Context: an optimization exercise on an open-source flow, tuned for small area. The choices shown serve that exercise and are no tape-out recipe.
At most, simulation tests tie the RTL to the original design; equivalence was not proved.
Power figures rest on the tool's default switching activity, not on a simulated workload.

==> run E <==
==> flow/design.v <==
module top_module (
    input wire clk,
    input wire reset,
    input wire rx,
    input wire mode_switch,
    input wire btn_up,
    input wire btn_down,
    output wire pwm_fan,
    output wire in1,
    output wire in2,
    output wire in3,
    output wire [3:0] an,
    output wire [6:0] seg,
    output wire dp
);
    localparam [6:0] U_S0 = 7'b0011010, U_S52 = 7'b0000001, U_END = 7'b1001101;
    reg rx1, rx2;
    reg busy;
    reg [6:0] cnt;
    reg [9:0] sh;       
    reg [7:0] tdf;
    always @(posedge clk or posedge reset)
        if (reset) begin rx1 <= 1'b1; rx2 <= 1'b1; end
        else begin rx1 <= rx; rx2 <= rx1; end
    wire utick = (cnt == U_END);
    always @(posedge clk)
        cnt <= busy ? {cnt[5:0], ~(cnt[0] ^ cnt[6]) ^ utick} : U_S52;
    always @(posedge clk or posedge reset)
        if (reset) busy <= 1'b0;
        else busy <= busy ? ~(utick & sh[0]) : ~rx2;
    always @(posedge clk)
        if (!busy) sh <= 10'b1000000000;
        else if (utick & ~sh[0]) sh <= {rx2, sh[9:1]};
    wire dv = ~busy & (cnt == U_S0);
    always @(posedge clk or posedge reset)
        if (reset) tdf <= 8'd0;
        else if (dv) tdf <= sh[9:2];
    localparam [16:0] C_LIM = 17'b01001010111000001;    
    reg [6:0] usp;
    reg [16:0] count;
    wire up = btn_up & (usp != 7'd99);
    wire dn = ~up & btn_down & (usp != 7'd0);
    wire active = mode_switch & (up | dn);
    wire lim = (count == C_LIM);
    always @(posedge clk)
        count <= (active & ~lim & ~reset) ? {count[15:0], ~(count[16] ^ count[2])} : 17'd0;
    always @(posedge clk or posedge reset)
        if (reset) usp <= 7'd24;
        else if (active & lim) usp <= up ? usp + 7'd1 : usp - 7'd1;
    wire [7:0] csp = mode_switch ? {1'b0, usp} : 8'd24;
    wire [8:0] dd = {1'b0, csp} - {1'b0, tdf};
    wire [7:0] d = dd[7:0];
    wire fan_en = dd[8];
    reg [7:0] e1, e2;
    reg [11:0] fr, fr2;
    reg [13:0] ctl;
    always @(posedge clk or posedge reset)
        if (reset) e1 <= 8'd0;
        else e1 <= d;
    always @(posedge clk) begin
        e2 <= e1;
        fr <= {2'b0, d, 2'b0} - {3'b0, e1, 1'b0} + {4'b0, e2};
    end
    always @(posedge clk or posedge reset)
        if (reset) begin fr2 <= 12'd0; ctl <= 14'd0; end
        else begin fr2 <= fr; ctl <= ctl + {{2{fr2[11]}}, fr2}; end
    reg [15:0] pc;
    reg pwm;
    always @(posedge clk or posedge reset)
        if (reset) pc <= 16'd0;
        else pc <= pc + 16'd1;
    always @(posedge clk) pwm <= (pc[15:2] < ctl);
    assign pwm_fan = fan_en & pwm;
    assign in1 = ~(tdf < {1'b0, usp});
    assign in2 = (tdf > {1'b0, usp});
    assign in3 = ~in2;
    localparam [9:0] R_S0 = 10'b0111010011, R_END = 10'b1011101001;
    reg [9:0] rc;
    reg [1:0] sel;
    reg [3:0] sd;
    wire rtick = (rc == R_END);
    always @(posedge clk or posedge reset)
        if (reset) rc <= R_S0;
        else rc <= {rc[8:0], ~(rc[2] ^ rc[9]) ^ rtick};
    wire [1:0] sel_n = sel + {1'b0, rtick};
    always @(posedge clk or posedge reset)
        if (reset) sel <= 2'd0;
        else sel <= sel_n;
    wire [7:0] tin = mode_switch ? {1'b0, usp} : tdf;
    wire [3:0] tens = (tin / 8'd10) % 8'd10;
    wire [3:0] ones = tin % 8'd10;
    always @(posedge clk)
        sd <= (sel_n == 2'd0) ? tens : (sel_n == 2'd1) ? ones : 4'd0;
    assign an = (sel == 2'd0) ? 4'b0111 : (sel == 2'd1) ? 4'b1011 : (sel == 2'd2) ? 4'b1101 : 4'b1110;
    assign dp = (sel != 2'd1);
    reg [6:0] sg;
    always @(*)
        case (sd)
            4'd0: sg = 7'b1000000;
            4'd1: sg = 7'b1111001;
            4'd2: sg = 7'b0100100;
            4'd3: sg = 7'b0110000;
            4'd4: sg = 7'b0011001;
            4'd5: sg = 7'b0010010;
            4'd6: sg = 7'b0000010;
            4'd7: sg = 7'b1111000;
            4'd8: sg = 7'b0000000;
            4'd9: sg = 7'b0010000;
            default: sg = 7'b1111111;
        endcase
    assign seg = sg;
endmodule
==> flow/run.sh <==
#!/bin/bash
# synth_recipe.tcl (not shown) runs the flow's synth.tcl, then flattens the netlist and writes it again
# the make line also repeats each setting of config.mk as NAME=value (left out here)
make -C /OpenROAD-flow-scripts/flow DESIGN_CONFIG=/design/flow/config.mk WORK_HOME=/design/flow/orfs CLKGATE_MAP_FILE= SYNTH_SCRIPT=/design/flow/synth_recipe.tcl finish
==> flow/config.mk <==
export PLATFORM = sky130hd
export DESIGN_NAME = top_module
export DESIGN_NICKNAME = top_module
export VERILOG_FILES = /design/flow/design.v
export SDC_FILE = /design/flow/constraint.sdc
export NUM_CORES = 4
export LEC_CHECK = 0
export CAP_MARGIN = 20
export CORE_MARGIN = 2
export CORE_UTILIZATION = 40
export PLACE_DENSITY = 0.6
export SLEW_MARGIN = 20
==> flow/constraint.sdc <==
create_clock -name core_clock -period 10.0 [get_ports {clk}]
set_input_delay 2.0000 -clock core_clock [delete_from_list [all_inputs] [get_ports {clk}]]
set_output_delay 2.0000 -clock core_clock [all_outputs]
set_load 0.01 [all_outputs]
==> inputs of run K, as changes to run E <==
==> flow/design.v, changed modules only <==
module top_module (
    input wire clk,
    input wire reset,
    input wire rx,
    input wire mode_switch,
    input wire btn_up,
    input wire btn_down,
    output wire pwm_fan,
    output wire in1,
    output wire in2,
    output wire in3,
    output wire [3:0] an,
    output wire [6:0] seg,
    output wire dp
);
    function [16:0] rca16(input [15:0] a, input [15:0] b, input ci);
        integer i;
        reg c;
        reg [15:0] s;
        begin
            c = ci;
            for (i = 0; i < 16; i = i + 1) begin
                s[i] = a[i] ^ b[i] ^ c;
                c = (a[i] & b[i]) | (a[i] & c) | (b[i] & c);
            end
            rca16 = {c, s};
        end
    endfunction
    localparam [6:0] U_S0 = 7'b0011010, U_S52 = 7'b0000001, U_END = 7'b1001101;
    reg rx1, nrx2;      
    reg busy;
    reg [6:0] cnt;
    reg [9:0] sh;       
    reg [7:0] ntdf;     
    always @(posedge clk or posedge reset)
        if (reset) begin rx1 <= 1'b1; nrx2 <= 1'b0; end
        else begin rx1 <= rx; nrx2 <= ~rx1; end
    wire utick = (cnt == U_END);
    always @(posedge clk)
        cnt <= busy ? {cnt[5:0], ~(cnt[0] ^ cnt[6]) ^ utick} : U_S52;
    always @(posedge clk or posedge reset)
        if (reset) busy <= 1'b0;
        else busy <= busy ? ~(utick & sh[0]) : nrx2;
    always @(posedge clk)
        if (!busy) sh <= 10'b1000000000;
        else if (utick & ~sh[0]) sh <= {nrx2, sh[9:1]};
    wire dv = ~busy & (cnt == U_S0);
    always @(posedge clk or posedge reset)
        if (reset) ntdf <= 8'hff;
        else if (dv) ntdf <= sh[9:2];
    localparam [16:0] C_LIM = 17'b01001010111000001;    
    reg [6:0] usp;
    reg [16:0] count;
    wire up = btn_up & (usp != 7'd99);
    wire dn = ~up & btn_down & (usp != 7'd0);
    wire active = mode_switch & (up | dn);
    wire lim = (count == C_LIM);
    always @(posedge clk)
        count <= (active & ~lim & ~reset) ? {count[15:0], ~(count[16] ^ count[2])} : 17'd0;
    wire [16:0] usp_n = rca16({9'd0, usp}, {16{dn}}, up);
    always @(posedge clk or posedge reset)
        if (reset) usp <= 7'd24;
        else if (active & lim) usp <= usp_n[6:0];
    wire [7:0] csp = mode_switch ? {1'b0, usp} : 8'd24;
    wire [16:0] dsum = rca16({8'd0, csp}, {8'd0, ntdf}, 1'b1);    
    wire [7:0] d = dsum[7:0];
    wire fan_en = ~dsum[8];                                        
    wire [16:0] c_gt = rca16({9'd0, usp}, {8'd0, ntdf}, 1'b1);     
    wire [16:0] c_ge = rca16({9'd0, usp}, {8'd0, ntdf}, 1'b0);     
    assign in2 = ~c_gt[8];
    assign in3 = c_gt[8];
    assign in1 = ~c_ge[8];
    reg [7:0] e1, e2, e3, e4;
    reg [13:0] ctl;
    always @(posedge clk) begin
        e1 <= d;
        e2 <= e1;
    end
    always @(posedge clk or posedge reset)
        if (reset) begin e3 <= 8'd24; e4 <= 8'd24; end
        else begin e3 <= e2; e4 <= e3; end
    wire [16:0] pa = rca16({8'd0, e4}, {7'h7f, ~e3, 1'b1}, 1'b1);   
    wire [16:0] pb = rca16(pa[15:0], {6'd0, e2, 2'b00}, 1'b0);      
    wire [16:0] pc_ = rca16({2'b00, ctl}, pb[15:0], 1'b0);
    always @(posedge clk or posedge reset)
        if (reset) ctl <= 14'h3fd0;     
        else ctl <= pc_[13:0];
    reg [15:0] pc;
    reg pwm;
    wire [16:0] pc_inc = rca16(pc, 16'd0, 1'b1);
    wire [16:0] c_lt = rca16({2'b00, ctl}, {2'b11, ~pc[15:2]}, 1'b0);   
    always @(posedge clk or posedge reset)
        if (reset) pc <= 16'd0;
        else pc <= pc_inc[15:0];
    always @(posedge clk) pwm <= c_lt[16];
    assign pwm_fan = fan_en & pwm;
    localparam [9:0] R_S0 = 10'b0111010011, R_END = 10'b1011101001;
    reg [9:0] rc;
    reg [1:0] sel;
    reg [3:0] sd;
    wire rtick = (rc == R_END);
    always @(posedge clk or posedge reset)
        if (reset) rc <= R_S0;
        else rc <= {rc[8:0], ~(rc[2] ^ rc[9]) ^ rtick};
    wire [1:0] sel_n = {sel[1] ^ (sel[0] & rtick), sel[0] ^ rtick};
    always @(posedge clk or posedge reset)
        if (reset) sel <= 2'd0;
        else sel <= sel_n;
    function [3:0] d5(input [2:0] r, input b);    
        d5 = {r[2] | b & r[1] | r[0] & r[1],
              b & r[2] | ~b & ~r[0] & r[1],
              b & r[0] & ~r[2] | ~b & r[0] & ~r[1],
              r[2] | (b ^ r[1])};
    endfunction
    wire [7:0] tin = mode_switch ? {1'b0, usp} : ~ntdf;
    wire [3:0] s1 = d5({1'b0, tin[7:6]}, tin[5]);
    wire [3:0] s2 = d5(s1[2:0], tin[4]);
    wire [3:0] s3 = d5(s2[2:0], tin[3]);
    wire [3:0] s4 = d5(s3[2:0], tin[2]);
    wire [3:0] s5 = d5(s4[2:0], tin[1]);
    wire [4:0] q = {s1[3], s2[3], s3[3], s4[3], s5[3]};    
    wire [3:0] u1 = d5({1'b0, q[4:3]}, q[2]);
    wire [3:0] u2 = d5(u1[2:0], q[1]);
    always @(posedge clk)
        sd <= (sel_n == 2'd0) ? {u2[2:0], q[0]} : (sel_n == 2'd1) ? {s5[2:0], tin[0]} : 4'd0;
    assign an = {sel[1] | sel[0], sel[1] | ~sel[0], ~sel[1] | sel[0], ~(sel[1] & sel[0])};
    assign dp = sel[1] | ~sel[0];
    wire l = sd[0], c0 = sd[1], c1 = sd[2], c2 = sd[3];
    assign seg[0] = l & ~c0 & ~c1 | ~l & ~c0 & c1;
    assign seg[1] = ~l & c0 & c1 | l & ~c0 & c1;
    assign seg[2] = ~l & c0 & ~c1 & ~c2;
    assign seg[3] = ~l & ~c0 & c1 | l & ~c0 & ~c1 | l & c0 & c1;
    assign seg[4] = ~c0 & c1 | l;
    assign seg[5] = l & ~c1 & ~c2 | c0 & ~c1 & ~c2 | l & c0 & ~c2;
    assign seg[6] = ~c0 & ~c1 | l & c0 & c1;
endmodule
ABC_AREA = 1   (was default)
CAP_MARGIN = 0   (was 20)
CORE_UTILIZATION = 65   (was 40)
CTS_BUF_LIST = sky130_fd_sc_hd__clkbuf_4   (was default)
PLACE_DENSITY = 0.75   (was 0.6)
SLEW_MARGIN = 0   (was 20)
==> inputs of run B, as changes to run E <==
--- a/flow/design.v
+++ b/flow/design.v
@@ -52,17 +52,18 @@
     wire [7:0] d = dd[7:0];
     wire fan_en = dd[8];
-    reg [7:0] e1, e2;
-    reg [11:0] fr, fr2;
+    reg [7:0] e1, e2, e3, e4;
+    reg f1, g;
     reg [13:0] ctl;
     always @(posedge clk or posedge reset)
-        if (reset) e1 <= 8'd0;
-        else e1 <= d;
+        if (reset) begin e1 <= 8'd0; e3 <= 8'd0; f1 <= 1'b1; g <= 1'b0; end
+        else begin e1 <= d; e3 <= e2; f1 <= 1'b0; g <= f1; end
     always @(posedge clk) begin
         e2 <= e1;
-        fr <= {2'b0, d, 2'b0} - {3'b0, e1, 1'b0} + {4'b0, e2};
+        e4 <= e3;
     end
+    wire [7:0] e2x = e2 | {3'b000, g, g, 3'b000};
     always @(posedge clk or posedge reset)
-        if (reset) begin fr2 <= 12'd0; ctl <= 14'd0; end
-        else begin fr2 <= fr; ctl <= ctl + {{2{fr2[11]}}, fr2}; end
+        if (reset) ctl <= 14'd0;
+        else ctl <= ctl + {4'b0, e2x, 2'b0} - {5'b0, e3, 1'b0} + {6'b0, e4};
     reg [15:0] pc;
     reg pwm;
ABC_AREA = 1   (was default)
CTS_BUF_LIST = sky130_fd_sc_hd__clkbuf_8   (was default)
==> inputs of run A, as changes to run E <==
ABC_AREA = 1   (was default)
CTS_BUF_LIST = sky130_fd_sc_hd__clkbuf_8   (was default)
==> notes <==
Core utilization: run E is lower than run B (0.055 points). The highest cell area belongs to run E, the lowest to run K. Of run A and run E, run E has the higher non-clock buffer count (gap 2). Sequential share of layout area is about the same in run B and run A. Against run A, the power of run K is lower by about 20%. Against run K, the global-route usage of run A is lower by 8.1 points. Against run E, the critical path depth of run A is lower by 4. Synthesized area, highest first: run E, run A, run B, run K.
==> figures <==
item                                                              run A       run K       run B       run E
Largest stage delay on the critical path                        0.79 ns     0.55 ns     0.77 ns     0.55 ns
Most used cell, CP                                                    -        fa_1           -     a21oi_1
Maximum vdd drop                                                 154 uV      142 uV      110 uV      112 uV
Row Count                                                            49          35          48          51
Outcome                                no timing/DRC/antenna violations  no timing/DRC/antenna violations  no timing/DRC/antenna violations  no timing/DRC/antenna violations
Final-stage net count                                               965         746         913         881
GR met3 Demand/Resource                                           3.61%       6.44%       3.59%       2.93%
Comb power frac                                                   27.3%       20.0%       33.8%       21.2%
First-pass GRT wire length                                      22.1 mm     17.7 mm     21.1 mm     25.0 mm
Register bit count reported by yosys                                142         131         136         142
Reported sequential group power                                0.687 mW    0.644 mW    0.627 mW    0.657 mW
Adder and majority cell fraction of the synthesized area          12.7%       17.1%       15.3%       12.3%
Fraction of power spent switching nets                            31.5%       30.1%       36.1%       28.7%
Power per cell area                                          194 nW/um2  184 nW/um2  205 nW/um2  184 nW/um2
Async set-or-reset flop fraction in the synthesized netlist       56.3%       58.0%       57.4%       56.3%
Number of logic inverters in the finished layout                    169         160         168          73
Worst r2r path cells                                                 18          19          29          16
The RTL of run E, run B and run A was laid out without a check of its function.

==> port drivers added, routing unchanged <==
The flow's constraints put no driver on any port. The routed layouts listed below were extracted and timed again, unchanged, in two steps.
Step 1 (the two cells are an assumption about what drives the block):
set clk [get_ports {clk}]
set_driving_cell -lib_cell sky130_fd_sc_hd__clkbuf_16 $clk
set_driving_cell -lib_cell sky130_fd_sc_hd__buf_2 [delete_from_list [all_inputs] $clk]
Step 2 moves the port delays by t, midway between the first and last clock arrival at a register: inputs arrive t later, outputs are due t later. That takes back most of the time a late clock gives input paths.
Slacks: ideal ports / drivers / drivers and shift; pairs: ideal ports / drivers.
| run | shift t [ns] | slack for setup (ns) | worst hold slack (ns) | clock arrival spread, ns | worst slew at a driven data input, ns |
|---|---|---|---|---|---|
| run E | 0.456 | 2.976 / 2.954 / 2.954 | 0.325 / 0.325 / 0.325 | 0.013 / 0.013 | 0.03 |
| run K | 0.544 | 2.258 / 2.226 / 2.226 | 0.340 / 0.340 / 0.340 | 0.015 / 0.015 | 0.04 |
| run B | 0.477 | 3.083 / 3.061 / 3.061 | 0.347 / 0.347 / 0.347 | 0.018 / 0.019 | 0.05 |
| run A | 0.470 | 3.236 / 3.202 / 3.202 | 0.328 / 0.328 / 0.328 | 0.015 / 0.015 | 0.04 |
After both steps setup and hold are still met in every run listed. For run A, which loses most, drivers alone change the setup slack by -0.034 ns; drivers and shift together by -0.034 ns.
